What follows belongs to an exercise in optimizing a design on an open flow for small area; a production flow would make more cautious choices. Function was checked by simulation only, so behaviour that the tests miss may differ from the original. No activity file was given, so power comes from the tool's default toggle rates.

<file path="design.v">
module solver (
    input clk,
    input reset,
    input insert,
    input advance,
    input [3:0] value,
    output [40:0] solution
);
reg [40:0] slot [0:6];
reg [6:0]  sv;
reg [40:0] j7, j8;
reg        v7, v8;
reg [2:0]  q;
reg [40:0] total;
assign solution = total;
wire       ins = insert & ~(value[3] & |value[2:0]);
wire       to_j7 = (value == 4'd7);
wire       to_j8 = (value == 4'd8);
reg [6:0] hit, sel;
reg [2:0] e;
integer k;
always @* begin
    for (k = 0; k < 7; k = k + 1) begin
        e = (k + 7 - q) % 7;
        hit[k] = advance ? (q == k) : (ins & (value == {1'b0, e}));
        sel[k] = sv[k] & hit[k];
    end
end
wire selj7 = v7 & ~advance & to_j7;
wire selj8 = v8 & ~advance & to_j8;
reg [40:0] rd;
integer m;
always @* begin
    rd = {41{selj7}} & j7 | {41{selj8}} & j8;
    for (m = 0; m < 7; m = m + 1)
        rd = rd | ({41{sel[m]}} & slot[m]);
end
wire [40:0] sa_a = rd;
wire [40:0] sa_b = {41{advance & v7}} & j7;
wire        sa_ci = ~advance;
wire [40:0] sa_p = sa_a ^ sa_b;
wire [40:0] sa_g0 = sa_a & sa_b;
wire sa_gc0 = sa_g0[0] | sa_p[0] & sa_ci;
wire sa_G0 = sa_g0[1] | sa_p[1] & sa_gc0;
wire sa_G1 = sa_g0[3] | sa_p[3] & sa_g0[2];
wire sa_P1 = sa_p[3] & sa_p[2];
wire sa_G2 = sa_g0[5] | sa_p[5] & sa_g0[4];
wire sa_P2 = sa_p[5] & sa_p[4];
wire sa_G3 = sa_g0[7] | sa_p[7] & sa_g0[6];
wire sa_P3 = sa_p[7] & sa_p[6];
wire sa_G4 = sa_g0[9] | sa_p[9] & sa_g0[8];
wire sa_P4 = sa_p[9] & sa_p[8];
wire sa_G5 = sa_g0[11] | sa_p[11] & sa_g0[10];
wire sa_P5 = sa_p[11] & sa_p[10];
wire sa_G6 = sa_g0[13] | sa_p[13] & sa_g0[12];
wire sa_P6 = sa_p[13] & sa_p[12];
wire sa_G7 = sa_g0[15] | sa_p[15] & sa_g0[14];
wire sa_P7 = sa_p[15] & sa_p[14];
wire sa_G8 = sa_g0[17] | sa_p[17] & sa_g0[16];
wire sa_P8 = sa_p[17] & sa_p[16];
wire sa_G9 = sa_g0[19] | sa_p[19] & sa_g0[18];
wire sa_P9 = sa_p[19] & sa_p[18];
wire sa_G10 = sa_g0[21] | sa_p[21] & sa_g0[20];
wire sa_P10 = sa_p[21] & sa_p[20];
wire sa_G11 = sa_g0[23] | sa_p[23] & sa_g0[22];
wire sa_P11 = sa_p[23] & sa_p[22];
wire sa_G12 = sa_g0[25] | sa_p[25] & sa_g0[24];
wire sa_P12 = sa_p[25] & sa_p[24];
wire sa_G13 = sa_g0[27] | sa_p[27] & sa_g0[26];
wire sa_P13 = sa_p[27] & sa_p[26];
wire sa_G14 = sa_g0[29] | sa_p[29] & sa_g0[28];
wire sa_P14 = sa_p[29] & sa_p[28];
wire sa_G15 = sa_g0[31] | sa_p[31] & sa_g0[30];
wire sa_P15 = sa_p[31] & sa_p[30];
wire sa_G16 = sa_g0[33] | sa_p[33] & sa_g0[32];
wire sa_P16 = sa_p[33] & sa_p[32];
wire sa_G17 = sa_g0[35] | sa_p[35] & sa_g0[34];
wire sa_P17 = sa_p[35] & sa_p[34];
wire sa_G18 = sa_g0[37] | sa_p[37] & sa_g0[36];
wire sa_P18 = sa_p[37] & sa_p[36];
wire sa_G19 = sa_g0[39] | sa_p[39] & sa_g0[38];
wire sa_P19 = sa_p[39] & sa_p[38];
wire sa_G20 = sa_g0[2] | sa_p[2] & sa_G0;
wire sa_P20 = sa_p[2] & sa_p[1];
wire sa_G21 = sa_G1 | sa_P1 & sa_G0;
wire sa_P21 = sa_P1 & sa_p[1];
wire sa_G22 = sa_g0[6] | sa_p[6] & sa_G2;
wire sa_P22 = sa_p[6] & sa_P2;
wire sa_G23 = sa_G3 | sa_P3 & sa_G2;
wire sa_P23 = sa_P3 & sa_P2;
wire sa_G24 = sa_g0[10] | sa_p[10] & sa_G4;
wire sa_P24 = sa_p[10] & sa_P4;
wire sa_G25 = sa_G5 | sa_P5 & sa_G4;
wire sa_P25 = sa_P5 & sa_P4;
wire sa_G26 = sa_g0[14] | sa_p[14] & sa_G6;
wire sa_P26 = sa_p[14] & sa_P6;
wire sa_G27 = sa_G7 | sa_P7 & sa_G6;
wire sa_P27 = sa_P7 & sa_P6;
wire sa_G28 = sa_g0[18] | sa_p[18] & sa_G8;
wire sa_P28 = sa_p[18] & sa_P8;
wire sa_G29 = sa_G9 | sa_P9 & sa_G8;
wire sa_P29 = sa_P9 & sa_P8;
wire sa_G30 = sa_g0[22] | sa_p[22] & sa_G10;
wire sa_P30 = sa_p[22] & sa_P10;
wire sa_G31 = sa_G11 | sa_P11 & sa_G10;
wire sa_P31 = sa_P11 & sa_P10;
wire sa_G32 = sa_g0[26] | sa_p[26] & sa_G12;
wire sa_P32 = sa_p[26] & sa_P12;
wire sa_G33 = sa_G13 | sa_P13 & sa_G12;
wire sa_P33 = sa_P13 & sa_P12;
wire sa_G34 = sa_g0[30] | sa_p[30] & sa_G14;
wire sa_P34 = sa_p[30] & sa_P14;
wire sa_G35 = sa_G15 | sa_P15 & sa_G14;
wire sa_P35 = sa_P15 & sa_P14;
wire sa_G36 = sa_g0[34] | sa_p[34] & sa_G16;
wire sa_P36 = sa_p[34] & sa_P16;
wire sa_G37 = sa_G17 | sa_P17 & sa_G16;
wire sa_P37 = sa_P17 & sa_P16;
wire sa_G38 = sa_g0[38] | sa_p[38] & sa_G18;
wire sa_P38 = sa_p[38] & sa_P18;
wire sa_G39 = sa_G19 | sa_P19 & sa_G18;
wire sa_P39 = sa_P19 & sa_P18;
wire sa_G40 = sa_g0[4] | sa_p[4] & sa_G21;
wire sa_P40 = sa_p[4] & sa_P21;
wire sa_G41 = sa_G2 | sa_P2 & sa_G21;
wire sa_P41 = sa_P2 & sa_P21;
wire sa_G42 = sa_G22 | sa_P22 & sa_G21;
wire sa_P42 = sa_P22 & sa_P21;
wire sa_G43 = sa_G23 | sa_P23 & sa_G21;
wire sa_P43 = sa_P23 & sa_P21;
wire sa_G44 = sa_g0[12] | sa_p[12] & sa_G25;
wire sa_P44 = sa_p[12] & sa_P25;
wire sa_G45 = sa_G6 | sa_P6 & sa_G25;
wire sa_P45 = sa_P6 & sa_P25;
wire sa_G46 = sa_G26 | sa_P26 & sa_G25;
wire sa_P46 = sa_P26 & sa_P25;
wire sa_G47 = sa_G27 | sa_P27 & sa_G25;
wire sa_P47 = sa_P27 & sa_P25;
wire sa_G48 = sa_g0[20] | sa_p[20] & sa_G29;
wire sa_P48 = sa_p[20] & sa_P29;
wire sa_G49 = sa_G10 | sa_P10 & sa_G29;
wire sa_P49 = sa_P10 & sa_P29;
wire sa_G50 = sa_G30 | sa_P30 & sa_G29;
wire sa_P50 = sa_P30 & sa_P29;
wire sa_G51 = sa_G31 | sa_P31 & sa_G29;
wire sa_P51 = sa_P31 & sa_P29;
wire sa_G52 = sa_g0[28] | sa_p[28] & sa_G33;
wire sa_P52 = sa_p[28] & sa_P33;
wire sa_G53 = sa_G14 | sa_P14 & sa_G33;
wire sa_P53 = sa_P14 & sa_P33;
wire sa_G54 = sa_G34 | sa_P34 & sa_G33;
wire sa_P54 = sa_P34 & sa_P33;
wire sa_G55 = sa_G35 | sa_P35 & sa_G33;
wire sa_P55 = sa_P35 & sa_P33;
wire sa_G56 = sa_g0[36] | sa_p[36] & sa_G37;
wire sa_P56 = sa_p[36] & sa_P37;
wire sa_G57 = sa_G18 | sa_P18 & sa_G37;
wire sa_P57 = sa_P18 & sa_P37;
wire sa_G58 = sa_G38 | sa_P38 & sa_G37;
wire sa_P58 = sa_P38 & sa_P37;
wire sa_G59 = sa_G39 | sa_P39 & sa_G37;
wire sa_P59 = sa_P39 & sa_P37;
wire sa_G60 = sa_g0[8] | sa_p[8] & sa_G43;
wire sa_P60 = sa_p[8] & sa_P43;
wire sa_G61 = sa_G4 | sa_P4 & sa_G43;
wire sa_P61 = sa_P4 & sa_P43;
wire sa_G62 = sa_G24 | sa_P24 & sa_G43;
wire sa_P62 = sa_P24 & sa_P43;
wire sa_G63 = sa_G25 | sa_P25 & sa_G43;
wire sa_P63 = sa_P25 & sa_P43;
wire sa_G64 = sa_G44 | sa_P44 & sa_G43;
wire sa_P64 = sa_P44 & sa_P43;
wire sa_G65 = sa_G45 | sa_P45 & sa_G43;
wire sa_P65 = sa_P45 & sa_P43;
wire sa_G66 = sa_G46 | sa_P46 & sa_G43;
wire sa_P66 = sa_P46 & sa_P43;
wire sa_G67 = sa_G47 | sa_P47 & sa_G43;
wire sa_P67 = sa_P47 & sa_P43;
wire sa_G68 = sa_g0[24] | sa_p[24] & sa_G51;
wire sa_P68 = sa_p[24] & sa_P51;
wire sa_G69 = sa_G12 | sa_P12 & sa_G51;
wire sa_P69 = sa_P12 & sa_P51;
wire sa_G70 = sa_G32 | sa_P32 & sa_G51;
wire sa_P70 = sa_P32 & sa_P51;
wire sa_G71 = sa_G33 | sa_P33 & sa_G51;
wire sa_P71 = sa_P33 & sa_P51;
wire sa_G72 = sa_G52 | sa_P52 & sa_G51;
wire sa_P72 = sa_P52 & sa_P51;
wire sa_G73 = sa_G53 | sa_P53 & sa_G51;
wire sa_P73 = sa_P53 & sa_P51;
wire sa_G74 = sa_G54 | sa_P54 & sa_G51;
wire sa_P74 = sa_P54 & sa_P51;
wire sa_G75 = sa_G55 | sa_P55 & sa_G51;
wire sa_P75 = sa_P55 & sa_P51;
wire sa_G76 = sa_g0[40] | sa_p[40] & sa_G59;
wire sa_P76 = sa_p[40] & sa_P59;
wire sa_G77 = sa_g0[16] | sa_p[16] & sa_G67;
wire sa_P77 = sa_p[16] & sa_P67;
wire sa_G78 = sa_G8 | sa_P8 & sa_G67;
wire sa_P78 = sa_P8 & sa_P67;
wire sa_G79 = sa_G28 | sa_P28 & sa_G67;
wire sa_P79 = sa_P28 & sa_P67;
wire sa_G80 = sa_G29 | sa_P29 & sa_G67;
wire sa_P80 = sa_P29 & sa_P67;
wire sa_G81 = sa_G48 | sa_P48 & sa_G67;
wire sa_P81 = sa_P48 & sa_P67;
wire sa_G82 = sa_G49 | sa_P49 & sa_G67;
wire sa_P82 = sa_P49 & sa_P67;
wire sa_G83 = sa_G50 | sa_P50 & sa_G67;
wire sa_P83 = sa_P50 & sa_P67;
wire sa_G84 = sa_G51 | sa_P51 & sa_G67;
wire sa_P84 = sa_P51 & sa_P67;
wire sa_G85 = sa_G68 | sa_P68 & sa_G67;
wire sa_P85 = sa_P68 & sa_P67;
wire sa_G86 = sa_G69 | sa_P69 & sa_G67;
wire sa_P86 = sa_P69 & sa_P67;
wire sa_G87 = sa_G70 | sa_P70 & sa_G67;
wire sa_P87 = sa_P70 & sa_P67;
wire sa_G88 = sa_G71 | sa_P71 & sa_G67;
wire sa_P88 = sa_P71 & sa_P67;
wire sa_G89 = sa_G72 | sa_P72 & sa_G67;
wire sa_P89 = sa_P72 & sa_P67;
wire sa_G90 = sa_G73 | sa_P73 & sa_G67;
wire sa_P90 = sa_P73 & sa_P67;
wire sa_G91 = sa_G74 | sa_P74 & sa_G67;
wire sa_P91 = sa_P74 & sa_P67;
wire sa_G92 = sa_G75 | sa_P75 & sa_G67;
wire sa_P92 = sa_P75 & sa_P67;
wire sa_G93 = sa_g0[32] | sa_p[32] & sa_G92;
wire sa_P93 = sa_p[32] & sa_P92;
wire sa_G94 = sa_G16 | sa_P16 & sa_G92;
wire sa_P94 = sa_P16 & sa_P92;
wire sa_G95 = sa_G36 | sa_P36 & sa_G92;
wire sa_P95 = sa_P36 & sa_P92;
wire sa_G96 = sa_G37 | sa_P37 & sa_G92;
wire sa_P96 = sa_P37 & sa_P92;
wire sa_G97 = sa_G56 | sa_P56 & sa_G92;
wire sa_P97 = sa_P56 & sa_P92;
wire sa_G98 = sa_G57 | sa_P57 & sa_G92;
wire sa_P98 = sa_P57 & sa_P92;
wire sa_G99 = sa_G58 | sa_P58 & sa_G92;
wire sa_P99 = sa_P58 & sa_P92;
wire sa_G100 = sa_G59 | sa_P59 & sa_G92;
wire sa_P100 = sa_P59 & sa_P92;
wire sa_G101 = sa_G76 | sa_P76 & sa_G92;
wire sa_P101 = sa_P76 & sa_P92;
wire [40:0] sa_c = {sa_G100, sa_G99, sa_G98, sa_G97, sa_G96, sa_G95, sa_G94, sa_G93, sa_G92, sa_G91, sa_G90, sa_G89, sa_G88, sa_G87, sa_G86, sa_G85, sa_G84, sa_G83, sa_G82, sa_G81, sa_G80, sa_G79, sa_G78, sa_G77, sa_G67, sa_G66, sa_G65, sa_G64, sa_G63, sa_G62, sa_G61, sa_G60, sa_G43, sa_G42, sa_G41, sa_G40, sa_G21, sa_G20, sa_G0, sa_gc0, sa_ci};
wire [40:0] sa_s = sa_p ^ sa_c;
wire [40:0] st_a = total;
wire [40:0] st_b = {41{advance}} & rd;
wire        st_ci = ins & ~advance;
wire [40:0] st_p = st_a ^ st_b;
wire [40:0] st_g0 = st_a & st_b;
wire st_gc0 = st_g0[0] | st_p[0] & st_ci;
wire st_G0 = st_g0[1] | st_p[1] & st_gc0;
wire st_G1 = st_g0[3] | st_p[3] & st_g0[2];
wire st_P1 = st_p[3] & st_p[2];
wire st_G2 = st_g0[5] | st_p[5] & st_g0[4];
wire st_P2 = st_p[5] & st_p[4];
wire st_G3 = st_g0[7] | st_p[7] & st_g0[6];
wire st_P3 = st_p[7] & st_p[6];
wire st_G4 = st_g0[9] | st_p[9] & st_g0[8];
wire st_P4 = st_p[9] & st_p[8];
wire st_G5 = st_g0[11] | st_p[11] & st_g0[10];
wire st_P5 = st_p[11] & st_p[10];
wire st_G6 = st_g0[13] | st_p[13] & st_g0[12];
wire st_P6 = st_p[13] & st_p[12];
wire st_G7 = st_g0[15] | st_p[15] & st_g0[14];
wire st_P7 = st_p[15] & st_p[14];
wire st_G8 = st_g0[17] | st_p[17] & st_g0[16];
wire st_P8 = st_p[17] & st_p[16];
wire st_G9 = st_g0[19] | st_p[19] & st_g0[18];
wire st_P9 = st_p[19] & st_p[18];
wire st_G10 = st_g0[21] | st_p[21] & st_g0[20];
wire st_P10 = st_p[21] & st_p[20];
wire st_G11 = st_g0[23] | st_p[23] & st_g0[22];
wire st_P11 = st_p[23] & st_p[22];
wire st_G12 = st_g0[25] | st_p[25] & st_g0[24];
wire st_P12 = st_p[25] & st_p[24];
wire st_G13 = st_g0[27] | st_p[27] & st_g0[26];
wire st_P13 = st_p[27] & st_p[26];
wire st_G14 = st_g0[29] | st_p[29] & st_g0[28];
wire st_P14 = st_p[29] & st_p[28];
wire st_G15 = st_g0[31] | st_p[31] & st_g0[30];
wire st_P15 = st_p[31] & st_p[30];
wire st_G16 = st_g0[33] | st_p[33] & st_g0[32];
wire st_P16 = st_p[33] & st_p[32];
wire st_G17 = st_g0[35] | st_p[35] & st_g0[34];
wire st_P17 = st_p[35] & st_p[34];
wire st_G18 = st_g0[37] | st_p[37] & st_g0[36];
wire st_P18 = st_p[37] & st_p[36];
wire st_G19 = st_g0[39] | st_p[39] & st_g0[38];
wire st_P19 = st_p[39] & st_p[38];
wire st_G20 = st_g0[2] | st_p[2] & st_G0;
wire st_P20 = st_p[2] & st_p[1];
wire st_G21 = st_G1 | st_P1 & st_G0;
wire st_P21 = st_P1 & st_p[1];
wire st_G22 = st_g0[6] | st_p[6] & st_G2;
wire st_P22 = st_p[6] & st_P2;
wire st_G23 = st_G3 | st_P3 & st_G2;
wire st_P23 = st_P3 & st_P2;
wire st_G24 = st_g0[10] | st_p[10] & st_G4;
wire st_P24 = st_p[10] & st_P4;
wire st_G25 = st_G5 | st_P5 & st_G4;
wire st_P25 = st_P5 & st_P4;
wire st_G26 = st_g0[14] | st_p[14] & st_G6;
wire st_P26 = st_p[14] & st_P6;
wire st_G27 = st_G7 | st_P7 & st_G6;
wire st_P27 = st_P7 & st_P6;
wire st_G28 = st_g0[18] | st_p[18] & st_G8;
wire st_P28 = st_p[18] & st_P8;
wire st_G29 = st_G9 | st_P9 & st_G8;
wire st_P29 = st_P9 & st_P8;
wire st_G30 = st_g0[22] | st_p[22] & st_G10;
wire st_P30 = st_p[22] & st_P10;
wire st_G31 = st_G11 | st_P11 & st_G10;
wire st_P31 = st_P11 & st_P10;
wire st_G32 = st_g0[26] | st_p[26] & st_G12;
wire st_P32 = st_p[26] & st_P12;
wire st_G33 = st_G13 | st_P13 & st_G12;
wire st_P33 = st_P13 & st_P12;
wire st_G34 = st_g0[30] | st_p[30] & st_G14;
wire st_P34 = st_p[30] & st_P14;
wire st_G35 = st_G15 | st_P15 & st_G14;
wire st_P35 = st_P15 & st_P14;
wire st_G36 = st_g0[34] | st_p[34] & st_G16;
wire st_P36 = st_p[34] & st_P16;
wire st_G37 = st_G17 | st_P17 & st_G16;
wire st_P37 = st_P17 & st_P16;
wire st_G38 = st_g0[38] | st_p[38] & st_G18;
wire st_P38 = st_p[38] & st_P18;
wire st_G39 = st_G19 | st_P19 & st_G18;
wire st_P39 = st_P19 & st_P18;
wire st_G40 = st_g0[4] | st_p[4] & st_G21;
wire st_P40 = st_p[4] & st_P21;
wire st_G41 = st_G2 | st_P2 & st_G21;
wire st_P41 = st_P2 & st_P21;
wire st_G42 = st_G22 | st_P22 & st_G21;
wire st_P42 = st_P22 & st_P21;
wire st_G43 = st_G23 | st_P23 & st_G21;
wire st_P43 = st_P23 & st_P21;
wire st_G44 = st_g0[12] | st_p[12] & st_G25;
wire st_P44 = st_p[12] & st_P25;
wire st_G45 = st_G6 | st_P6 & st_G25;
wire st_P45 = st_P6 & st_P25;
wire st_G46 = st_G26 | st_P26 & st_G25;
wire st_P46 = st_P26 & st_P25;
wire st_G47 = st_G27 | st_P27 & st_G25;
wire st_P47 = st_P27 & st_P25;
wire st_G48 = st_g0[20] | st_p[20] & st_G29;
wire st_P48 = st_p[20] & st_P29;
wire st_G49 = st_G10 | st_P10 & st_G29;
wire st_P49 = st_P10 & st_P29;
wire st_G50 = st_G30 | st_P30 & st_G29;
wire st_P50 = st_P30 & st_P29;
wire st_G51 = st_G31 | st_P31 & st_G29;
wire st_P51 = st_P31 & st_P29;
wire st_G52 = st_g0[28] | st_p[28] & st_G33;
wire st_P52 = st_p[28] & st_P33;
wire st_G53 = st_G14 | st_P14 & st_G33;
wire st_P53 = st_P14 & st_P33;
wire st_G54 = st_G34 | st_P34 & st_G33;
wire st_P54 = st_P34 & st_P33;
wire st_G55 = st_G35 | st_P35 & st_G33;
wire st_P55 = st_P35 & st_P33;
wire st_G56 = st_g0[36] | st_p[36] & st_G37;
wire st_P56 = st_p[36] & st_P37;
wire st_G57 = st_G18 | st_P18 & st_G37;
wire st_P57 = st_P18 & st_P37;
wire st_G58 = st_G38 | st_P38 & st_G37;
wire st_P58 = st_P38 & st_P37;
wire st_G59 = st_G39 | st_P39 & st_G37;
wire st_P59 = st_P39 & st_P37;
wire st_G60 = st_g0[8] | st_p[8] & st_G43;
wire st_P60 = st_p[8] & st_P43;
wire st_G61 = st_G4 | st_P4 & st_G43;
wire st_P61 = st_P4 & st_P43;
wire st_G62 = st_G24 | st_P24 & st_G43;
wire st_P62 = st_P24 & st_P43;
wire st_G63 = st_G25 | st_P25 & st_G43;
wire st_P63 = st_P25 & st_P43;
wire st_G64 = st_G44 | st_P44 & st_G43;
wire st_P64 = st_P44 & st_P43;
wire st_G65 = st_G45 | st_P45 & st_G43;
wire st_P65 = st_P45 & st_P43;
wire st_G66 = st_G46 | st_P46 & st_G43;
wire st_P66 = st_P46 & st_P43;
wire st_G67 = st_G47 | st_P47 & st_G43;
wire st_P67 = st_P47 & st_P43;
wire st_G68 = st_g0[24] | st_p[24] & st_G51;
wire st_P68 = st_p[24] & st_P51;
wire st_G69 = st_G12 | st_P12 & st_G51;
wire st_P69 = st_P12 & st_P51;
wire st_G70 = st_G32 | st_P32 & st_G51;
wire st_P70 = st_P32 & st_P51;
wire st_G71 = st_G33 | st_P33 & st_G51;
wire st_P71 = st_P33 & st_P51;
wire st_G72 = st_G52 | st_P52 & st_G51;
wire st_P72 = st_P52 & st_P51;
wire st_G73 = st_G53 | st_P53 & st_G51;
wire st_P73 = st_P53 & st_P51;
wire st_G74 = st_G54 | st_P54 & st_G51;
wire st_P74 = st_P54 & st_P51;
wire st_G75 = st_G55 | st_P55 & st_G51;
wire st_P75 = st_P55 & st_P51;
wire st_G76 = st_g0[40] | st_p[40] & st_G59;
wire st_P76 = st_p[40] & st_P59;
wire st_G77 = st_g0[16] | st_p[16] & st_G67;
wire st_P77 = st_p[16] & st_P67;
wire st_G78 = st_G8 | st_P8 & st_G67;
wire st_P78 = st_P8 & st_P67;
wire st_G79 = st_G28 | st_P28 & st_G67;
wire st_P79 = st_P28 & st_P67;
wire st_G80 = st_G29 | st_P29 & st_G67;
wire st_P80 = st_P29 & st_P67;
wire st_G81 = st_G48 | st_P48 & st_G67;
wire st_P81 = st_P48 & st_P67;
wire st_G82 = st_G49 | st_P49 & st_G67;
wire st_P82 = st_P49 & st_P67;
wire st_G83 = st_G50 | st_P50 & st_G67;
wire st_P83 = st_P50 & st_P67;
wire st_G84 = st_G51 | st_P51 & st_G67;
wire st_P84 = st_P51 & st_P67;
wire st_G85 = st_G68 | st_P68 & st_G67;
wire st_P85 = st_P68 & st_P67;
wire st_G86 = st_G69 | st_P69 & st_G67;
wire st_P86 = st_P69 & st_P67;
wire st_G87 = st_G70 | st_P70 & st_G67;
wire st_P87 = st_P70 & st_P67;
wire st_G88 = st_G71 | st_P71 & st_G67;
wire st_P88 = st_P71 & st_P67;
wire st_G89 = st_G72 | st_P72 & st_G67;
wire st_P89 = st_P72 & st_P67;
wire st_G90 = st_G73 | st_P73 & st_G67;
wire st_P90 = st_P73 & st_P67;
wire st_G91 = st_G74 | st_P74 & st_G67;
wire st_P91 = st_P74 & st_P67;
wire st_G92 = st_G75 | st_P75 & st_G67;
wire st_P92 = st_P75 & st_P67;
wire st_G93 = st_g0[32] | st_p[32] & st_G92;
wire st_P93 = st_p[32] & st_P92;
wire st_G94 = st_G16 | st_P16 & st_G92;
wire st_P94 = st_P16 & st_P92;
wire st_G95 = st_G36 | st_P36 & st_G92;
wire st_P95 = st_P36 & st_P92;
wire st_G96 = st_G37 | st_P37 & st_G92;
wire st_P96 = st_P37 & st_P92;
wire st_G97 = st_G56 | st_P56 & st_G92;
wire st_P97 = st_P56 & st_P92;
wire st_G98 = st_G57 | st_P57 & st_G92;
wire st_P98 = st_P57 & st_P92;
wire st_G99 = st_G58 | st_P58 & st_G92;
wire st_P99 = st_P58 & st_P92;
wire st_G100 = st_G59 | st_P59 & st_G92;
wire st_P100 = st_P59 & st_P92;
wire st_G101 = st_G76 | st_P76 & st_G92;
wire st_P101 = st_P76 & st_P92;
wire [40:0] st_c = {st_G100, st_G99, st_G98, st_G97, st_G96, st_G95, st_G94, st_G93, st_G92, st_G91, st_G90, st_G89, st_G88, st_G87, st_G86, st_G85, st_G84, st_G83, st_G82, st_G81, st_G80, st_G79, st_G78, st_G77, st_G67, st_G66, st_G65, st_G64, st_G63, st_G62, st_G61, st_G60, st_G43, st_G42, st_G41, st_G40, st_G21, st_G20, st_G0, st_gc0, st_ci};
wire [40:0] st_s = st_p ^ st_c;
integer w;
always @(posedge clk) begin
    for (w = 0; w < 7; w = w + 1)
        if (hit[w])
            slot[w] <= sa_s;
    if (advance) begin
        sv <= sv | hit;
        j7 <= j8;
        v7 <= v8;
        j8 <= rd;
        v8 <= 1'b1;
        q <= (q == 3'd6) ? 3'd0 : q + 3'd1;
        total <= st_s;
    end else begin
        if (reset) begin
            sv <= hit;
            v7 <= ins & to_j7;
            v8 <= ins & to_j8;
        end else begin
            sv <= sv | hit;
            if (ins & to_j7) v7 <= 1'b1;
            if (ins & to_j8) v8 <= 1'b1;
        end
        if (ins & to_j7) j7 <= sa_s;
        if (ins & to_j8) j8 <= sa_s;
        if (reset & ~ins)
            q <= 3'd0;
        if (reset)
            total <= ins ? sa_s : 41'd0;
        else
            total <= st_s;
    end
end
endmodule
</file>
<file path="run.sh">
#!/bin/bash
# synth_recipe.tcl (not shown) runs the flow's synth.tcl, then flattens the netlist and writes it again
# the make line also repeats each setting of config.mk as NAME=value (left out here)
make -C /OpenROAD-flow-scripts/flow DESIGN_CONFIG=/design/flow/config.mk WORK_HOME=/design/flow/orfs CLKGATE_MAP_FILE= SYNTH_SCRIPT=/design/flow/synth_recipe.tcl finish
</file>
<file path="config.mk">
export PLATFORM = sky130hd
export DESIGN_NAME = solver
export DESIGN_NICKNAME = solver
export VERILOG_FILES = /design/flow/design.v
export SDC_FILE = /design/flow/constraint.sdc
export NUM_CORES = 4
export LEC_CHECK = 0
export CAP_MARGIN = 20
export CORE_MARGIN = 2
export CORE_UTILIZATION = 40
export SLEW_MARGIN = 20
</file>
<file path="constraint.sdc">
create_clock -name core_clock -period 9.0 [get_ports {clk}]
set_input_delay 1.8000 -clock core_clock [delete_from_list [all_inputs] [get_ports {clk}]]
set_output_delay 1.8000 -clock core_clock [all_outputs]
set_load 0.01 [all_outputs]
</file>
==> impl_results.md, run 1 <==
* Outcome: no timing/DRC/antenna violations
* Min-Delay Path Class: reg2reg
* I/O pin count at 49
* Post-synthesis simple-gate area fraction at 10.4%
* Largest net degree at the start of global routing at 185
* Final Setup Violations at 0
* Pre-Repair DR Iteration Count at 5
* CP arrival at 8.59 ns
* DRC viols at 0
* DR iter-0 viols at 1460
* Setup slack, reg-to-reg at 0.88 ns
* IO Port Bufs at 48
* Fin. max-slew vios at 0
* Diodes inserted at 0
* Worst vdd rail ir drop at 126 uV
* Unrepaired setup endpoints after global routing: false
* Hold_buf cts at 0
* Root Driver: clkbuf_16
* Die Area at 0.0532 mm2
* Post-synthesis sequential area ratio at 59.2%
* Most frequent cells in the layout: 373 x edfxtp_1, 189 x nand2_1, 100 x ha_1
* Clock latency (worst-skew pair) at 0.58 ns
* CP endpoint kind: flop
* Final setup TNS at 0 ns
* H-tree Lvls at 2
* Number of synthesized flops with an enable pin at 373
* Max-Cap Viols at 0
* Hold-critical path depth at 1
* Clock Path Buffers at 3
* Synth Warn # at 2
* Critical-path top delay cell: a221oi_1
* HPWL Detailed at 34100 um
* Tcrit/Tclk final at 90.2%
* Worst Tran Pin Value at 0.941 ns
* Grt ovf at 0
* Core Region at 0.0511 mm2
* Crit-path most repeated cell: ha_1
* Synthesized flop and latch total at 422
* Mapped cell area at 0.0206 mm2
* Die X at 231 um
* CP max stage delay at 0.57 ns
* Req. time, crit path at 9.47 ns
* Worst hold start: sv[0]$_DFF_P_
* Detailed-route via count at 14.0k
* Worst Skew at 0.0223 ns
* Crit path max fanout at 23
* Setup Buffers After CTS at 0
* Post-synthesis mux area share at 1.07%
* Synth top area share at 54.5%
* CTS tree: yes
* Hold EP: sv[0]$_DFF_P_
* Area leader, netlist: edfxtp_1
* Die Height at 231 um
* Vias in the first global route at 14.1k
* Post-Route WL at 56400 um
* PwrDens at 259 mW/mm2
* Synth Area in Adders at 7.45%
* Syn nets at 1784
* FMAX at 123 MHz
* Avg WL per Cell at 23.2 um
* Post-synthesis compound-gate area fraction at 14.9%
* Fin nets at 1837
* Row count at 83
* Hold Vio Cnt, Final at 0
* RR Startpoint: q[1]$_SDFFCE_PP0P_
* Most common flop cell mapped by yosys: edfxtp_1
* FF-to-FF End: total[40]$_DFF_P_
* Post-Synthesis Cells at 1662
* Synth Area in XOR/XNOR at 3.49%
* Avg Cell Area, Syn at 12.4 um2
* Initial Util at 40.3%
* Share of cells above drive strength 1 at 9.14%
* Crit path kind: reg2reg
* Min cycle time layout at 8.12 ns
* Global placement routability congestion at 0.866
* Startpoint Class: flop
* Synth cell types at 74
* First-pass GRT wire length at 86000 um
* Async SR Flop Fraction at 0%
* Most common cell after layout, fill and taps aside: edfxtp_1
* GRT Util Overall at 21.4%
* Reg2Reg Depth at 30
* Worst-path clk slew at 0.07 ns
* DR vias/cell at 5.75
* Post-CTS sizing at 0
* Number of buffers created by CTS at 46
* Lkg Pwr at 9.29 nW
* Most area-consuming cells after synthesis: edfxtp_1 54%, ha_1 6.1%, dfxtp_1 4.8%
* Post-route ant nets at 0
* Main combinational cell family by area after synthesis: compound AO/OA/AOI/OAI gates
* Max transition margin at 36.8%
* Pwr Total at 6.09 mW
* Area Overhead vs Synth at 14.4%
* Initial antenna violation count at 1
* Clock Sinks at 422
==> report_power, final <==
| part | total, mW | internal (mW) | switching, mW |
|---|---|---|---|
| clock network | 1.91 | 1.14 | 0.769 |
| logic | 1.46 | 0.597 | 0.859 |
| registers | 2.73 | 2.55 | 0.175 |
| total | 6.09 | 4.29 | 1.80 |
==> kinds of logic (layout without fill, tap and decap cells) <==
group                    after synthesis  count (layout)
flip-flops                           422             422
AO/OA/AOI/OAI                        402             402
multiplexers                          21              21
AND/OR/NAND/NOR                      439             439
XOR/XNOR                              81              81
buffers and inverters                183             272
adder cells (fa/ha/maj)              114             114
==> how the worst max path moves through the flow <==
stage / slack, ns / cells past startpoint / start / endpoint
finish: 0.88 / 30 / q[1]$_SDFFCE_PP0P_ / total[40]$_DFF_P_
global route: 0.24 / 30 / q[1]$_SDFFCE_PP0P_ / total[40]$_DFF_P_
floorplan: 0.25 / 24 / value[0] / j7[33]$_DFFE_PP_
detailed placement: 0.75 / 24 / value[0] / total[40]$_DFF_P_
global placement: 0.87 / 25 / value[1] / total[40]$_DFF_P_
CTS: 0.86 / 31 / q[1]$_SDFFCE_PP0P_ / total[40]$_DFF_P_
==> sequential cells by signal (all words and copies together), names as in the netlist <==
name	count
sv	7
j8	41
total	41
v7	1
v8	1
j7	41
slot	287
q	3
==> metal layers <==
metal / track usage, % / part of all wire [%]
met1: 29.4 / 43
met2: 35.1 / 47
met3: 2.99 / 7.6
met4: 6.57 / 2.5
met5: 0 / 0
==> synth_stat cells (10+ instances only) <==
library cell	n
nor2_1	35
clkbuf_1	67
dfxtp_1	49
a221oi_1	20
and3_1	41
a221o_1	61
edfxtp_1	373
nor2b_1	35
xnor2_1	48
inv_1	97
fa_1	14
a21o_1	37
mux2i_1	13
and2_1	24
buf_2	15
nand2_1	189
nand2b_1	10
o21bai_1	34
o22ai_1	25
xor2_1	32
o21ai_0	61
nor3_1	16
a222oi_1	40
ha_1	100
a21oi_1	52
nand3_1	55
==> final cells by class <==
type	instances	area, um2
multi-input cells	1057	7780
inverters	97	364
fillers	4656	27600
clock inverters	19	221
repair buffers	91	842
clock buffers	65	1280
well taps	680	851
flip-flops and latches	422	12200
==> critical path: cells and delay by family (launching register included) <==
family                     cells  cell delay [ns]
buffers and inverters          4             0.71
xor gates and xnor gates       2             0.33
and+or+nand+nor                6             0.81
muxes                          2             0.46
AOI/OAI and AO/OA             11             3.46
DFF                            1             0.56
adders and majority gates      5             1.66
==> metrics by stage <==
step	cell area, um2	hold slack, ns	cells	worst slack [ns]	util (%)
after floorplan	20600	0.418	1662	0.251	-
after global placement	22000	0.431	2347	0.873	43.1
after detailed placement	22000	0.435	2347	0.747	43.1
after CTS	23500	0.449	2431	0.861	46.0
after global routing	23500	0.474	2431	0.243	46.0
final	23500	0.447	2431	0.881	46.0
==> run 2: changes to the inputs <==
==> flow/run.sh (new file) <==
#!/bin/bash
# Own layout flow: the standard ORFS layout (bash standard.sh), with clock tree
# synthesis run without dummy loads and with a chosen buffer and sink clustering.
# The flow's output goes to log_layout.txt in this folder; ORFS's own logs are
# under orfs/logs/.
set -euo pipefail
export CTS_ARGS="-sink_clustering_enable -repair_clock_nets -dont_use_dummy_load -sink_clustering_size 10 -sink_clustering_max_diameter 40 -buf_list sky130_fd_sc_hd__clkbuf_4"
bash standard.sh > log_layout.txt 2>&1
==> standard.sh (new file) <==
#!/bin/bash
# synth_recipe.tcl (not shown) runs the flow's synth.tcl, then flattens the netlist and writes it again
# the make line also repeats each setting of config.mk as NAME=value (left out here)
make -C /OpenROAD-flow-scripts/flow DESIGN_CONFIG=/design/flow/config.mk WORK_HOME=/design/flow/orfs CLKGATE_MAP_FILE= SYNTH_SCRIPT=/design/flow/synth_recipe.tcl "${@:-finish}"
removed: run.sh
==> run 2 against run 1 <==
  * Final cell count is 0.53% lower
  * Utilization is 1.9 points lower
  * Sequential share of layout area is 2.3 points higher
  * First-iteration DRC count is 5.1% lower
  * Cell area is 4.2% lower
  * Combinational power hardly changed
  * Die area stayed put
  * Largest cell class unchanged
  * Critical endpoint unchanged
==> impl_results.md, run 2 <==
* Outcome: no timing/DRC/antenna violations
* Max reg flops at 287
* Area leader, netlist: edfxtp_1
* Share of cells above drive strength 1 at 9.51%
* Mapped cell area at 0.0206 mm2
* Post-Route WL at 56400 um
* Worst Tran Pin Value at 0.907 ns
* Avg WL per Cell at 23.3 um
* RR Startpoint: q[1]$_SDFFCE_PP0P_
* Final Setup Violations at 0
* Die Area at 0.0532 mm2
* Fin nets at 1859
* CTS tree: yes
* Core Region at 0.0511 mm2
* Area Overhead vs Synth at 9.59%
* Most common cell after layout, fill and taps aside: edfxtp_1
* Most area-consuming cells after synthesis: edfxtp_1 54%, ha_1 6.1%, dfxtp_1 4.8%
* Req. time, crit path at 9.65 ns
* Row count at 83
* Count leader, synth: edfxtp_1
* Setup Buffers After CTS at 0
* PwrDens at 229 mW/mm2
* Number of synthesized flops with an enable pin at 373
* Synth top area share at 54.5%
* Final setup TNS at 0 ns
* Synth top cells by count: 373 x edfxtp_1, 189 x nand2_1, 100 x ha_1
* Clock latency (worst-skew pair) at 0.82 ns
* Clock Sinks at 422
* H-tree Lvls at 3
* DR vias/cell at 5.79
* Fillers at 4746
* Async SR Flop Fraction at 0%
* Initial Util at 40.3%
* CP endpoint kind: flop
* Detailed-route via count at 14.0k
* FMAX at 124 MHz
* Lkg Pwr at 8.87 nW
* Unrepaired setup endpoints after global routing: false
* Max-Cap Viols at 0
* Initial antenna violation count at 3
* Worst hold start: sv[0]$_DFF_P_
* Hold EP: sv[0]$_DFF_P_
* Post-route ant nets at 0
* CP arrival at 8.70 ns
* Worst vdd rail ir drop at 90.8 uV
* Synth cell types at 74
* Min-Delay Path Class: reg2reg
* Pre-Repair DR Iteration Count at 8
* Critical-path top delay cell: a221oi_1
* Crit-path most repeated cell: ha_1
* Startpoint Class: flop
* Grt ovf at 0
* Setup slack, reg-to-reg at 0.95 ns
* Max transition margin at 39.1%
* Clock Path Buffers at 3
* Syn nets at 1784
* Final Util at 44.1%
* Die X at 231 um
* Crit path kind: reg2reg
* Min cycle time layout at 8.05 ns
* Largest net degree at the start of global routing at 185
* Vias in the first global route at 14.1k
* IO Port Bufs at 48
* Worst Skew at 0.114 ns
* Reg with most FFs: slot
* Fin. max-slew vios at 0
* Post-synthesis sequential area ratio at 59.2%
* I/O pin count at 49
* Most common flop cell mapped by yosys: edfxtp_1
* HPWL Detailed at 34100 um
* Hold Vio Cnt, Final at 0
* Die Height at 231 um
* Hold_buf cts at 0
* Avg Cell Area, Syn at 12.4 um2
* Worst-path clk slew at 0.09 ns
* Post-CTS sizing at 0
* Synthesized flop and latch total at 422
* Reg2Reg Depth at 30
* DRC viols at 0
* First-pass GRT wire length at 86000 um
* Most frequent cells in the layout: 373 x edfxtp_1, 189 x nand2_1, 100 x ha_1
* Root Driver: clkbuf_4
* DR iter-0 viols at 1385
* CP max stage delay at 0.57 ns
* FF-to-FF End: total[40]$_DFF_P_
* Number of buffers created by CTS at 68
* Crit path max fanout at 23
* Hold-critical path depth at 1
* GRT Util Overall at 21.5%
* Synth Warn # at 2
* Global placement routability congestion at 0.866
* Tcrit/Tclk final at 89.4%
* Post-Synthesis Cells at 1662
run 2: cell count changes in the layout (fill, tap and decap cells not counted), sizes merged:
cell	before	now
diode	0	3
inv	99	97
bufinv	5	0
clkinv	12	0
clkbuf	65	68
run 2: final cells by class:
cell class	count	area (um2)	share of cell area [%]
inverter	97	364	1.62
tap	680	851	3.77
clock buffer	68	510	2.26
sequential	422	12200	54.0
multi-input combinational	1057	7780	34.5
antenna	3	7.51	0.0333
timing repair buffer	91	842	3.74
run 2: logic make-up after synthesis:
group | share of synthesized area (%)
adder cells (fa/ha/maj) | 7.45
buffers and inverters | 3.49
flip-flops | 59.2
multiplexers | 1.07
AO/OA/AOI/OAI | 14.9
XOR/XNOR | 3.49
AND/OR/NAND/NOR | 10.4
run 2: routing by layer:
layer	share of wire, %	track usage (%)	wire, um	up-vias
met2	47	35.3	26800	532
met1	43	29.0	24000	6934
met4	2.3	6.17	1310	0
met5	0	0	0	-
met3	7.7	3.99	4330	102
li1	-	-	-	6438
run 2: worst max-delay path: cells and delay by family (launching register included):
family / cells / cell delay [ns]
fa+ha+maj: 5 / 1.64
xor+xnor: 2 / 0.32
buf+inv: 4 / 0.71
mux: 2 / 0.46
flops: 1 / 0.56
simple gates: 6 / 0.81
compound gates: 11 / 3.47
run 2: worst max-delay path by stage:
stage / to / depth (start not counted) / start / slack, ns
6_report: total[40]$_DFF_P_ / 30 / q[1]$_SDFFCE_PP0P_ / 0.95
5_1_grt: j7[40]$_DFFE_PP_ / 31 / q[1]$_SDFFCE_PP0P_ / 0.29
4_1_cts: total[40]$_DFF_P_ / 31 / q[1]$_SDFFCE_PP0P_ / 0.91
3_5_place_dp: total[40]$_DFF_P_ / 24 / value[0] / 0.75
3_3_place_gp: total[40]$_DFF_P_ / 25 / value[1] / 0.87
2_1_floorplan: j7[33]$_DFFE_PP_ / 24 / value[0] / 0.25
run 2: where the power goes:
| part | total, mW | internal, mW | switching, mW |
|---|---|---|---|
| combinational | 1.46 | 0.597 | 0.860 |
| clock | 0.981 | 0.347 | 0.634 |
| sequential | 2.72 | 2.55 | 0.172 |
| total | 5.16 | 3.49 | 1.67 |
run 2: per-stage QoR:
step / hold WS [ns] / worst slack, ns / std cells / power [mW] / instance area [um2]
2_1_floorplan: 0.418 / 0.251 / 1662 / 3.62 / 20600
4_1_cts: 0.456 / 0.911 / 2415 / 5.21 / 22500
3_5_place_dp: 0.435 / 0.747 / 2347 / 4.22 / 22000
5_1_grt: 0.485 / 0.287 / 2418 / 5.45 / 22500
6_report: 0.456 / 0.950 / 2418 / 5.16 / 22500
3_3_place_gp: 0.431 / 0.873 / 2347 / 4.18 / 22000
==> run 3: changes to the inputs <==
==> flow/run.sh (replaced) <==
#!/bin/bash
# Own layout flow: the standard ORFS layout (bash standard.sh), with clock tree
# synthesis run without dummy loads and with a chosen buffer and sink clustering.
# The flow's output goes to log_layout.txt in this folder; ORFS's own logs are
# under orfs/logs/.
set -euo pipefail
export CTS_ARGS="-sink_clustering_enable -repair_clock_nets -dont_use_dummy_load -sink_clustering_size 16 -sink_clustering_max_diameter 50 -buf_list sky130_fd_sc_hd__clkbuf_8"
bash standard.sh > log_layout.txt 2>&1
==> run 3 against run 2 <==
  * Still clean
  * Fmax is 0.76% lower
  * Cell area increased by 0.33%
  * Synthesized area unchanged
  * Register-to-register slack worse by 0.06 ns
  * Sequential power is essentially flat
  * Count of clock-buffer cells in the layout shrank 25
  * Die area is the same
  * Sequential cell count unchanged
  * Highest routed layer unchanged
==> impl_results.md, run 3 <==
* Outcome: no timing/DRC/antenna violations
* Post-route ant nets at 0
* Critical-path top delay cell: a221oi_1
* Crit path kind: reg2reg
* Worst-path clk slew at 0.07 ns
* GRT Util Overall at 21.3%
* Post-route setup slack at 0.888 ns
* Reg with most FFs: slot
* Die Height at 231 um
* Hold_buf cts at 0
* Synth top cells by count: 373 x edfxtp_1, 189 x nand2_1, 100 x ha_1
* Post-synthesis simple-gate area fraction at 10.4%
* Fin. max-slew vios at 0
* Req. time, crit path at 9.49 ns
* Most area-consuming cells after synthesis: edfxtp_1 54%, ha_1 6.1%, dfxtp_1 4.8%
* Final Setup Violations at 0
* Hold Slack at 0.450 ns
* Initial Util at 40.3%
* Startpoint Class: flop
* CP endpoint kind: flop
* Max reg flops at 287
* Hold Vio Cnt, Final at 0
* Avg WL per Cell at 23.5 um
* Fillers at 4720
* PwrDens at 231 mW/mm2
* First-pass GRT wire length at 85600 um
* Max transition margin at 38.7%
* FMAX at 123 MHz
* Number of synthesized flops with an enable pin at 373
* Clock Sinks at 422
* Initial antenna violation count at 1
* Mapped cell area at 0.0206 mm2
* Unrepaired setup endpoints after global routing: false
* Diodes inserted at 0
* Setup WS pre-CTS at 0.747 ns
* DRC viols at 0
* Hold-critical path depth at 1
* Final Non-Filler Cells at 2390
* Final setup TNS at 0 ns
* Worst vdd rail ir drop at 80.9 uV
* Clock latency (worst-skew pair) at 0.64 ns
* Post-synthesis compound-gate area fraction at 14.9%
* Pre-Repair DR Iteration Count at 8
* Crit-path most repeated cell: ha_1
* CP max stage delay at 0.57 ns
* Reg2Reg Depth at 30
* RR Startpoint: q[1]$_SDFFCE_PP0P_
* Post-synthesis sequential area ratio at 59.2%
* Synthesized flop and latch total at 422
* CP arrival at 8.60 ns
* Core Region at 0.0511 mm2
* Post-synthesis mux area share at 1.07%
* FF-to-FF End: total[40]$_DFF_P_
* Lkg Pwr at 8.87 nW
* HPWL Detailed at 34100 um
* Most frequent cells in the layout: 373 x edfxtp_1, 189 x nand2_1, 100 x ha_1
* Root Driver: clkbuf_8
* CTS tree: yes
* Number of buffers created by CTS at 43
* Die X at 231 um
* Share of cells above drive strength 1 at 8.19%
* Detailed-route via count at 13.9k
* Area leader, netlist: edfxtp_1
* Fin nets at 1834
* Worst hold start: sv[0]$_DFF_P_
* Synth cell types at 74
* Placed Cells at 2347
* Synth Warn # at 2
* IO Port Bufs at 48
* Syn nets at 1784
* Setup Buffers After CTS at 0
* Grt ovf at 0
* Clock Path Buffers at 3
* I/O pin count at 49
* Async SR Flop Fraction at 0%
* Post-Route WL at 56200 um
* Die Area at 0.0532 mm2
* Post-Synthesis Cells at 1662
* Tcrit/Tclk final at 90.1%
* Reg area at 0.0122 mm2
* Global placement routability congestion at 0.866
* Worst Skew at 0.0663 ns
* Crit path max fanout at 23
* Setup slack, reg-to-reg at 0.89 ns
* Synth Area in Adders at 7.45%
* DR vias/cell at 5.82
* Count leader, synth: edfxtp_1
* Pwr Total at 5.23 mW
* H-tree Lvls at 2
* Min cycle time layout at 8.11 ns
* Largest net degree at the start of global routing at 185
* Avg Cell Area, Syn at 12.4 um2
* Area taken by multi-input logic gates at 0.00778 mm2
* Vias in the first global route at 13.9k
* Worst Tran Pin Value at 0.913 ns
* Most common flop cell mapped by yosys: edfxtp_1
* Most common cell after layout, fill and taps aside: edfxtp_1
* Synth top area share at 54.5%
* Synth Area in XOR/XNOR at 3.49%
* Min-Delay Path Class: reg2reg
* Post-CTS sizing at 0
* Max-Cap Viols at 0
* DR iter-0 viols at 1456
* Row count at 83
* Main combinational cell family by area after synthesis: compound AO/OA/AOI/OAI gates
* Hold EP: sv[0]$_DFF_P_
* Area Overhead vs Synth at 9.95%
[run 3: cell counts after synthesis]
No cell type changed its count.
[run 3: metal layers]
layer | global-route usage [%] | part of all wire [%] | vias to the layer above
met5 | 0 | 0 | -
met4 | 5.02 | 2.0 | 0
met3 | 3.19 | 7.0 | 85
met2 | 35.4 | 47 | 485
met1 | 29.3 | 44 | 6971
li1 | - | - | 6363
[run 3: kinds of logic after synthesis]
family	Yosys count
and+or+nand+nor	439
AOI/OAI and AO/OA	402
xor gates and xnor gates	81
muxes	21
buffers and inverters	183
DFF	422
adders and majority gates	114
[run 3: area by class of cell]
class	instances	share of cell area [%]
flip-flops and latches	422	53.9
multi-input cells	1057	34.4
well taps	680	3.76
repair buffers	91	3.72
clock buffers	43	2.62
inverters	97	1.61
[run 3: power breakdown]
group | switching [mW] | internal [mW]
Sequential | 0.174 | 2.55
Clock | 0.621 | 0.425
Combinational | 0.861 | 0.597
Total | 1.66 | 3.57
[run 3: stage by stage]
stage	instance area, um2	util [%]
global route	22600	44.3
global placement	22000	43.1
floorplan	20600	-
CTS	22600	44.3
detailed placement	22000	43.1
finish	22600	44.3
[run 3: worst max-delay path by stage]
stage                                    to  cells after the start                from
final                     total[40]$_DFF_P_                     30  q[1]$_SDFFCE_PP0P_
after floorplan            j7[33]$_DFFE_PP_                     24            value[0]
after global routing       j7[40]$_DFFE_PP_                     31  q[1]$_SDFFCE_PP0P_
after CTS                 total[40]$_DFF_P_                     31  q[1]$_SDFFCE_PP0P_
after global placement    total[40]$_DFF_P_                     25            value[1]
after detailed placement  total[40]$_DFF_P_                     24            value[0]
[run 3: critical path: cells and delay by family (launching register included)]
family	cells	cell delay, ns
buffers and inverters	4	0.72
xor gates and xnor gates	2	0.32
muxes	2	0.46
AOI/OAI and AO/OA	11	3.49
adders and majority gates	5	1.66
and+or+nand+nor	6	0.82
DFF	1	0.56
==> run 4: changes to the inputs <==
==> flow/run.sh (replaced) <==
#!/bin/bash
# Own layout flow:
#  1. the standard synthesis (bash standard.sh synth), unchanged;
#  2. the logic between the flip-flops re-mapped by ABC for area (flow/remap.tcl):
#     the flip-flops stay the same instances, names and cell types;
#  3. the standard ORFS layout from that netlist, with clock tree synthesis
#     run without dummy loads and with a chosen buffer and sink clustering.
# Each tool's output goes to a log file of its own in this folder.
set -euo pipefail
here=$(pwd)
R=$here/orfs/results/$FLOW_PLATFORM/solver/base
YOSYS=${YOSYS_EXE:-$FLOW_HOME/../tools/install/yosys/bin/yosys}

bash standard.sh synth > log_1_standard_synth.txt 2>&1
cp "$R/1_2_yosys.v" "$R/1_2_yosys_std.v"

export REMAP_LIB=$FLOW_HOME/platforms/$FLOW_PLATFORM/lib/sky130_fd_sc_hd__tt_025C_1v80.lib
export REMAP_IN=$R/1_2_yosys_std.v
export REMAP_OUT=$R/1_2_yosys.v
export REMAP_TOP=$FLOW_TOP
export REMAP_D=$(python3 -c "print(int(float('$FLOW_PERIOD_NS')*1000))")
export REMAP_ABC_SCRIPT=$here/flow/area.abc
export REMAP_DONT_USE="$(sed -n '/DONT_USE_CELLS/,/^$/p' "$FLOW_HOME/platforms/$FLOW_PLATFORM/config.mk" | grep -o 'sky130_fd_sc_hd__[a-z0-9_]*' | tr '\n' ' ')"
"$YOSYS" -c "$here/flow/remap.tcl" > log_2_remap.txt 2>&1
rm -f "$R/1_synth.odb" "$R/1_synth.sdc"

export CTS_ARGS="-sink_clustering_enable -repair_clock_nets -dont_use_dummy_load -sink_clustering_size 16 -sink_clustering_max_diameter 50 -buf_list sky130_fd_sc_hd__clkbuf_8"
bash standard.sh > log_3_layout.txt 2>&1
==> flow/area.abc (new file) <==
strash; dc2; dch -f; map -a; strash; dch -f; map -a; topo
==> flow/remap.tcl (new file) <==
# Re-map the combinational logic of the standard synthesis netlist for area.
# Flip-flops stay the same instances (same names and cell types); only the
# logic between them is re-mapped by ABC.
yosys -import
set lib $::env(REMAP_LIB)
set in  $::env(REMAP_IN)
set out $::env(REMAP_OUT)
read_liberty -ignore_miss_func -ignore_miss_dir $lib
read_verilog $in
hierarchy -top $::env(REMAP_TOP)
set ffs {}
foreach c [split [exec grep -o {sky130_fd_sc_hd__[a-z0-9_]*} $in | sort -u] "\n"] {
  if {[regexp {__(df|edf|sdf|dl|sedf|conb)} $c]} { lappend ffs $c }
}
blackbox {*}$ffs
flatten
opt -purge
set du {}
foreach c $::env(REMAP_DONT_USE) { lappend du -dont_use $c }
if {[info exists ::env(REMAP_ABC_SCRIPT)] && $::env(REMAP_ABC_SCRIPT) ne ""} {
  abc -liberty $lib {*}$du -D $::env(REMAP_D) -script $::env(REMAP_ABC_SCRIPT)
} else {
  abc -liberty $lib {*}$du -D $::env(REMAP_D)
}
opt_clean -purge
splitnets
opt_clean -purge
hilomap -singleton -hicell sky130_fd_sc_hd__conb_1 HI -locell sky130_fd_sc_hd__conb_1 LO
insbuf -buf sky130_fd_sc_hd__buf_4 A X
opt_clean -purge
read_liberty -lib -ignore_redef $lib
stat -liberty $lib
check -assert
write_verilog -noattr -nohex -nodec $out
==> run 4 against run 3 <==
  * Highest routed layer unchanged
  * Count of clock-buffer cells in the layout rose by 1
  * Largest power group unchanged
  * Clock power barely moved
  * Critical endpoint unchanged
  * Sequential power fell by 3%
  * Worst hold slack improved by 0.026 ns
==> impl_results.md, run 4 <==
* Outcome: no timing/DRC/antenna violations
* Most common cell after layout, fill and taps aside: edfxtp_1
* Fillers at 4382
* Min-Delay Path Class: reg2reg
* Min cycle time layout at 8.40 ns
* Crit-path most repeated cell: nand2_2
* Crit path kind: in2reg
* Tcrit/Tclk final at 93.3%
* CP endpoint kind: flop
* Final Setup Violations at 0
* Initial Util at 40.6%
* Die X at 224 um
* Pwr Total at 4.95 mW
* Detailed-route via count at 15.1k
* Synth Warn # at 2
* Req. time, crit path at 9.50 ns
* Max-Cap Viols at 0
* CTS tree: yes
* Final Non-Filler Cells at 2755
* Number of buffers created by CTS at 44
* Placed Cells at 2695
* IO Port Bufs at 48
* GRT Util Overall at 22.6%
* Worst Tran Pin Value at 0.880 ns
* First-pass GRT wire length at 85900 um
* Avg Cell Area, Syn at 10.2 um2
* I/O pin count at 49
* Worst Skew at 0.0554 ns
* Post-route ant nets at 0
* Hold_buf cts at 0
* PwrDens at 215 mW/mm2
* Critical-path top delay cell: dlygate4sd2_1
* Hold Vio Cnt, Final at 0
* Post-Synthesis Cells at 1897
* Die Height at 224 um
* H-tree Lvls at 2
* Clock Sinks at 422
* Worst-path clk slew at 0.09 ns
* DR vias/cell at 5.48
* CP arrival at 8.90 ns
* Avg WL per Cell at 20.7 um
* Share of cells above drive strength 1 at 18.6%
* FMAX at 119 MHz
* Number of buffer and inverter stages on the critical path at 16
* DRC viols at 0
* Largest net degree at the start of global routing at 62
* Lkg Pwr at 8.31 nW
* Area Overhead vs Synth at 18.8%
* Global placement routability congestion at 0.886
* Mapped cell area at 0.0194 mm2
* Startpoint Class: primary input
* Root Driver: clkbuf_8
* Core Region at 0.0478 mm2
* Pre-Repair DR Iteration Count at 5
* Clock Path Buffers at 3
* CP max stage delay at 0.26 ns
* Fin. max-slew vios at 0
* Initial antenna violation count at 0
* Most frequent cells in the layout: 373 x edfxtp_1, 342 x nand2_1, 225 x nor2_1
* Row count at 80
* Fin nets at 2150
* Largest delay share family, worst path: simple AND/OR/NAND/NOR gates
* Die Area at 0.0503 mm2
* Vias in the first global route at 14.7k
* Max reg flops at 287
* DR iter-0 viols at 1253
* Clock latency (worst-skew pair) at 0.65 ns
* Syn nets at 1905
* Crit path max fanout at 4
* Reg with most FFs: slot
* Grt ovf at 0
* HPWL Detailed at 34200 um
* Diodes inserted at 0
* Post-Route WL at 56900 um
* Max transition margin at 41.4%
* Worst vdd rail ir drop at 99.7 uV
[run 4: timing repair]
item / in CTS / in global routing
buffers inserted: 5 / 11
pin swaps: 18 / 35
gates resized for setup: 41 / 72
setup endpoints to repair: 3 / 41
[run 4: worst min-delay path: cells and delay by family (launching register included)]
kind	cells	cell delay (ns)
buffers and inverters	1	0.07
flip-flops	1	0.29
AO/OA/AOI/OAI	1	0.06
[run 4: final timing paths]
kind | start | end | slack (ns) | depth (start not counted)
setup reg to reg | q[2]$_SDFFCE_PP0P_ | total[40]$_DFF_P_ | 0.70 | 66
setup / recovery | value[1] | total[40]$_DFF_P_ | 0.60 | 74
hold / removal | v8$_SDFFE_PP1P_ | v8$_SDFFE_PP1P_ | 0.48 | 2
hold reg to reg | v8$_SDFFE_PP1P_ | v8$_SDFFE_PP1P_ | 0.48 | 2
[run 4: layer usage]
metal | track usage [%] | wire length [um] | part of all wire, % | up-vias
met3 | 3.00 | 3670 | 6.5 | 98
li1 | - | - | - | 7144
met4 | 7.16 | 1540 | 2.7 | 0
met5 | 0 | 0 | 0 | -
met1 | 30.5 | 24600 | 43 | 7373
met2 | 37.9 | 27100 | 48 | 476
[run 4: stage by stage]
step	TNS (ns)	hold slack [ns]	cell area, um2	worst slack [ns]	util, %
6_report	0	0.476	23100	0.603	48.2
5_1_grt	-0.0381	0.497	23100	-0.0381	48.2
4_1_cts	0	0.478	22700	0.0309	47.5
3_5_place_dp	-23.48	0.449	22000	-1.01	46.0
3_3_place_gp	-16.67	0.447	22000	-0.797	46.0
2_1_floorplan	-0.607	0.434	19700	-0.360	-
[run 4: report_power, final]
part	switching [mW]	internal, mW	leakage [nW]
sequential	0.139	2.49	3.95
combinational	0.764	0.489	4.04
clock	0.632	0.435	0.316
[run 4: layout make-up]
class                      count  area, um2  share of cell area (%)
inverter                     229        928                    4.03
clock buffer                  44        606                    2.63
tap                          615        769                    3.34
multi-input combinational   1205       6640                    28.8
timing repair buffer         240       1930                    8.36
sequential                   422      12200                    52.8
==> run 5: changes to the inputs <==
--- a/flow/run.sh
+++ b/flow/run.sh
@@ -19,10 +19,10 @@
 export REMAP_OUT=$R/1_2_yosys.v
 export REMAP_TOP=$FLOW_TOP
 export REMAP_D=$(python3 -c "print(int(float('$FLOW_PERIOD_NS')*1000))")
-export REMAP_ABC_SCRIPT=$here/flow/area.abc
+export REMAP_ABC_SCRIPT=
 export REMAP_DONT_USE="$(sed -n '/DONT_USE_CELLS/,/^$/p' "$FLOW_HOME/platforms/$FLOW_PLATFORM/config.mk" | grep -o 'sky130_fd_sc_hd__[a-z0-9_]*' | tr '\n' ' ')"
 "$YOSYS" -c "$here/flow/remap.tcl" > log_2_remap.txt 2>&1
 rm -f "$R/1_synth.odb" "$R/1_synth.sdc"
 
-export CTS_ARGS="-sink_clustering_enable -repair_clock_nets -dont_use_dummy_load -sink_clustering_size 16 -sink_clustering_max_diameter 50 -buf_list sky130_fd_sc_hd__clkbuf_8"
+export CTS_ARGS="-sink_clustering_enable -repair_clock_nets -dont_use_dummy_load -sink_clustering_size 10 -sink_clustering_max_diameter 40 -buf_list sky130_fd_sc_hd__clkbuf_4"
 bash standard.sh > log_3_layout.txt 2>&1
--- a/config.mk
+++ b/config.mk
@@ -7,5 +7,5 @@
 export LEC_CHECK = 0
 export CAP_MARGIN = 20
 export CORE_MARGIN = 2
-export CORE_UTILIZATION = 40
+export CORE_UTILIZATION = 70
 export SLEW_MARGIN = 20
removed: flow/area.abc
==> run 5 against run 4 <==
  * Global-route usage grew 13 points
  * Final cell count decreased by 22%
  * Synthesized area grew 0.34%
  * Largest cell class unchanged
  * Cell area down 6.9%
  * Setup slack worse by 0.14 ns
  * Fmax fell by 1.6%
==> impl_results.md, run 5 <==
* Outcome: no timing/DRC/antenna violations
* Mapped cell area at 0.0195 mm2
* Initial Util at 70.7%
* Post-route ant nets at 0
* Req. time, crit path at 9.42 ns
* Area taken by multi-input logic gates at 0.00675 mm2
* Initial antenna violation count at 1
* Pwr Total at 4.77 mW
* Fillers at 1772
* Vias in the first global route at 14.3k
* CP endpoint kind: flop
* Worst Skew at 0.0538 ns
* Detailed-route via count at 14.5k
* Avg Cell Area, Syn at 12.2 um2
* Core Region at 0.0276 mm2
* Grt ovf at 0
* DRC viols at 0
* Most common cell after layout, fill and taps aside: edfxtp_1
* Hold-critical path depth at 2
* IO Port Bufs at 48
* Met2 WL at 24700 um
* Synth Warn # at 2
* FMAX at 117 MHz
* Hold_buf cts at 0
* Number of buffers created by CTS at 55
* Largest net degree at the start of global routing at 106
* Avg WL per Cell at 24.0 um
* Min-Delay Path Class: reg2reg
* Share of cells above drive strength 1 at 10.3%
* PwrDens at 222 mW/mm2
* Crit path max fanout at 7
* Reg2Reg Depth at 27
* Post-Route WL at 51600 um
* H-tree Lvls at 2
* Fin nets at 1780
* Most frequent cells in the layout: 373 x edfxtp_1, 197 x nand2_1, 109 x o21ai_0
* Unrepaired setup endpoints after global routing: false
* Clock latency (worst-skew pair) at 0.73 ns
* CTS tree: yes
* Worst-path clk slew at 0.09 ns
* Pre-Repair DR Iteration Count at 8
* M1 wire length at 19700 um
* Clock Path Buffers at 3
* DR vias/cell at 6.74
* Worst Tran Pin Value at 0.919 ns
* DR iter-0 viols at 1866
* Reg with most FFs: slot
* Syn nets at 1606
* Crit path kind: in2reg
* Final Util at 77.9%
* Global placement routability congestion at 0.885
* Final setup TNS at 0 ns
* I/O pin count at 49
* Met3 WL at 5030 um
* DR top layer: met4
* Root Driver: clkbuf_4
* Startpoint Class: primary input
* Cell area after layout at 0.0215 mm2
* CP arrival at 8.95 ns
* Tcrit/Tclk final at 94.8%
* Fin. max-slew vios at 0
* Max-Cap Viols at 0
* HPWL Detailed at 33200 um
* GRT Util Overall at 36.0%
* Worst vdd rail ir drop at 148 uV
* Row count at 61
* Hold Vio Cnt, Final at 0
* Hold Slack at 0.479 ns
* Reg area at 0.0122 mm2
* Min cycle time layout at 8.53 ns
* Max transition margin at 38.6%
* Die Area at 0.0292 mm2
* Final Non-Filler Cells at 2149
* Setup WS pre-CTS at -0.346 ns
* First-pass GRT wire length at 79000 um
* Lkg Pwr at 7.58 nW
* Clock Sinks at 422
* Post-Synthesis Cells at 1598
* Area Overhead vs Synth at 10.2%
* Post-route setup slack at 0.465 ns
* Die X at 171 um
* Die Height at 171 um
* Max reg flops at 287
* Final Setup Violations at 0
* DP Area at 0.0210 mm2
* Placed Cells at 2093
==> run 5: cell types whose count changed in the layout (fill, tap and decap cells not counted), moves of 28 or more <==
cell / previous run / this run
a222oi_1: 0 / 59
nand2_1: 342 / 197
clkinv_1: 198 / 80
nand2b_1: 0 / 30
buf_4: 188 / 108
xor2_1: 26 / 54
a22oi_1: 89 / 24
clkbuf_4: 0 / 55
nor2_1: 225 / 53
xnor2_1: 27 / 62
a21o_1: 0 / 29
clkbuf_8: 44 / 0
==> run 5: area by class of cell <==
| cell class | instances | share of cell area, % |
|---|---|---|
| inverter | 80 | 1.40 |
| sequential | 422 | 56.8 |
| clock buffer | 55 | 1.92 |
| antenna | 1 | 0.0117 |
| timing repair buffer | 158 | 6.21 |
| tap | 378 | 2.20 |
| multi-input combinational | 1055 | 31.5 |
==> run 5: power breakdown <==
part / switching (mW) / internal (mW) / leakage [nW]
sequential: 0.175 / 2.51 / 3.96
clock: 0.593 / 0.279 / 0.253
combinational: 0.720 / 0.495 / 3.36
total: 1.49 / 3.28 / 7.58
==> run 5: final timing paths <==
path / slack, ns / end / start
max: 0.47 / slot[0][40]$_DFFE_PP_ / value[1]
min: 0.48 / v8$_SDFFE_PP1P_ / v8$_SDFFE_PP1P_
max reg2reg: 1.26 / slot[0][40]$_DFFE_PP_ / q[1]$_SDFFCE_PP0P_
min reg2reg: 0.48 / v8$_SDFFE_PP1P_ / v8$_SDFFE_PP1P_
==> run 5: worst max-delay path: stages <==
cell and delay (ns):
clkdlybuf4s50_1 0.47, xor3_1 0.49, o21ai_0 0.10, nor4b_1 0.16, buf_4 0.16, buf_4 0.14, o21a_1 0.23, a22o_1 0.26
a221o_1 0.29, nor2_1 0.23, o21ai_0 0.17, a31o_1 0.26, o311ai_0 0.60, a211oi_2 0.21, o311ai_0 0.46, buf_4 0.19
nand4b_1 0.12, a31o_1 0.19, o21ai_0 0.18, nand4_1 0.24, a2111oi_2 0.12, buf_4 0.16, o31ai_1 0.54, o31ai_1 0.17
buf_4 0.16, maj3_1 0.39, xnor2_1 0.26, clkinv_1 0.20
==> run 5: repair_timing <==
| action | in CTS | in global routing |
|---|---|---|
| gates resized for setup | 0 | 5 |
| hold endpoints to repair | 0 | 0 |
| buffers inserted | 0 | 0 |
| setup endpoints to repair | 0 | 9 |
==> run 5: metal layers <==
metal | vias to the layer above | track usage [%]
met3 | 165 | 5.64
li1 | 6514 | -
met4 | 0 | 14.9
met1 | 7012 | 48.4
met5 | - | 0
met2 | 789 | 59.2

-- port drivers added, routing unchanged --
How much do the figures lean on ideal ports? The routed layouts below were timed once more, with nothing changed but the port constraints. Step 1, drivers: a clkbuf_16 drives clk and a buf_2 each remaining input, both assumed. Step 2 also shifts input and output timing later by t, the mid clock arrival at the registers, as if the neighbouring blocks saw the same clock. a / b / c = no drivers / after step 1 / after step 2; a / b = the first two.
run | t (ns) | setup slack, ns | clock arrival spread, ns | pins driven straight from the clock port
run 1 | 0.625 | 0.881 / 0.881 / 0.701 | 0.022 / 0.022 | 1
run 2 | 0.817 | 0.950 / 0.950 / 0.678 | 0.114 / 0.115 | 1
run 3 | 0.665 | 0.888 / 0.888 / 0.666 | 0.067 / 0.066 | 1
run 4 | 0.671 | 0.603 / 0.636 / -0.036 | 0.056 / 0.055 | 1
run 5 | 0.744 | 0.465 / 0.488 / -0.257 | 0.054 / 0.053 | 1
Met with ideal ports but missed after step 2: setup timing in run 4 and run 5. The setup slack of run 5, which loses most, moves by +0.023 ns with the drivers and by -0.722 ns with both steps.
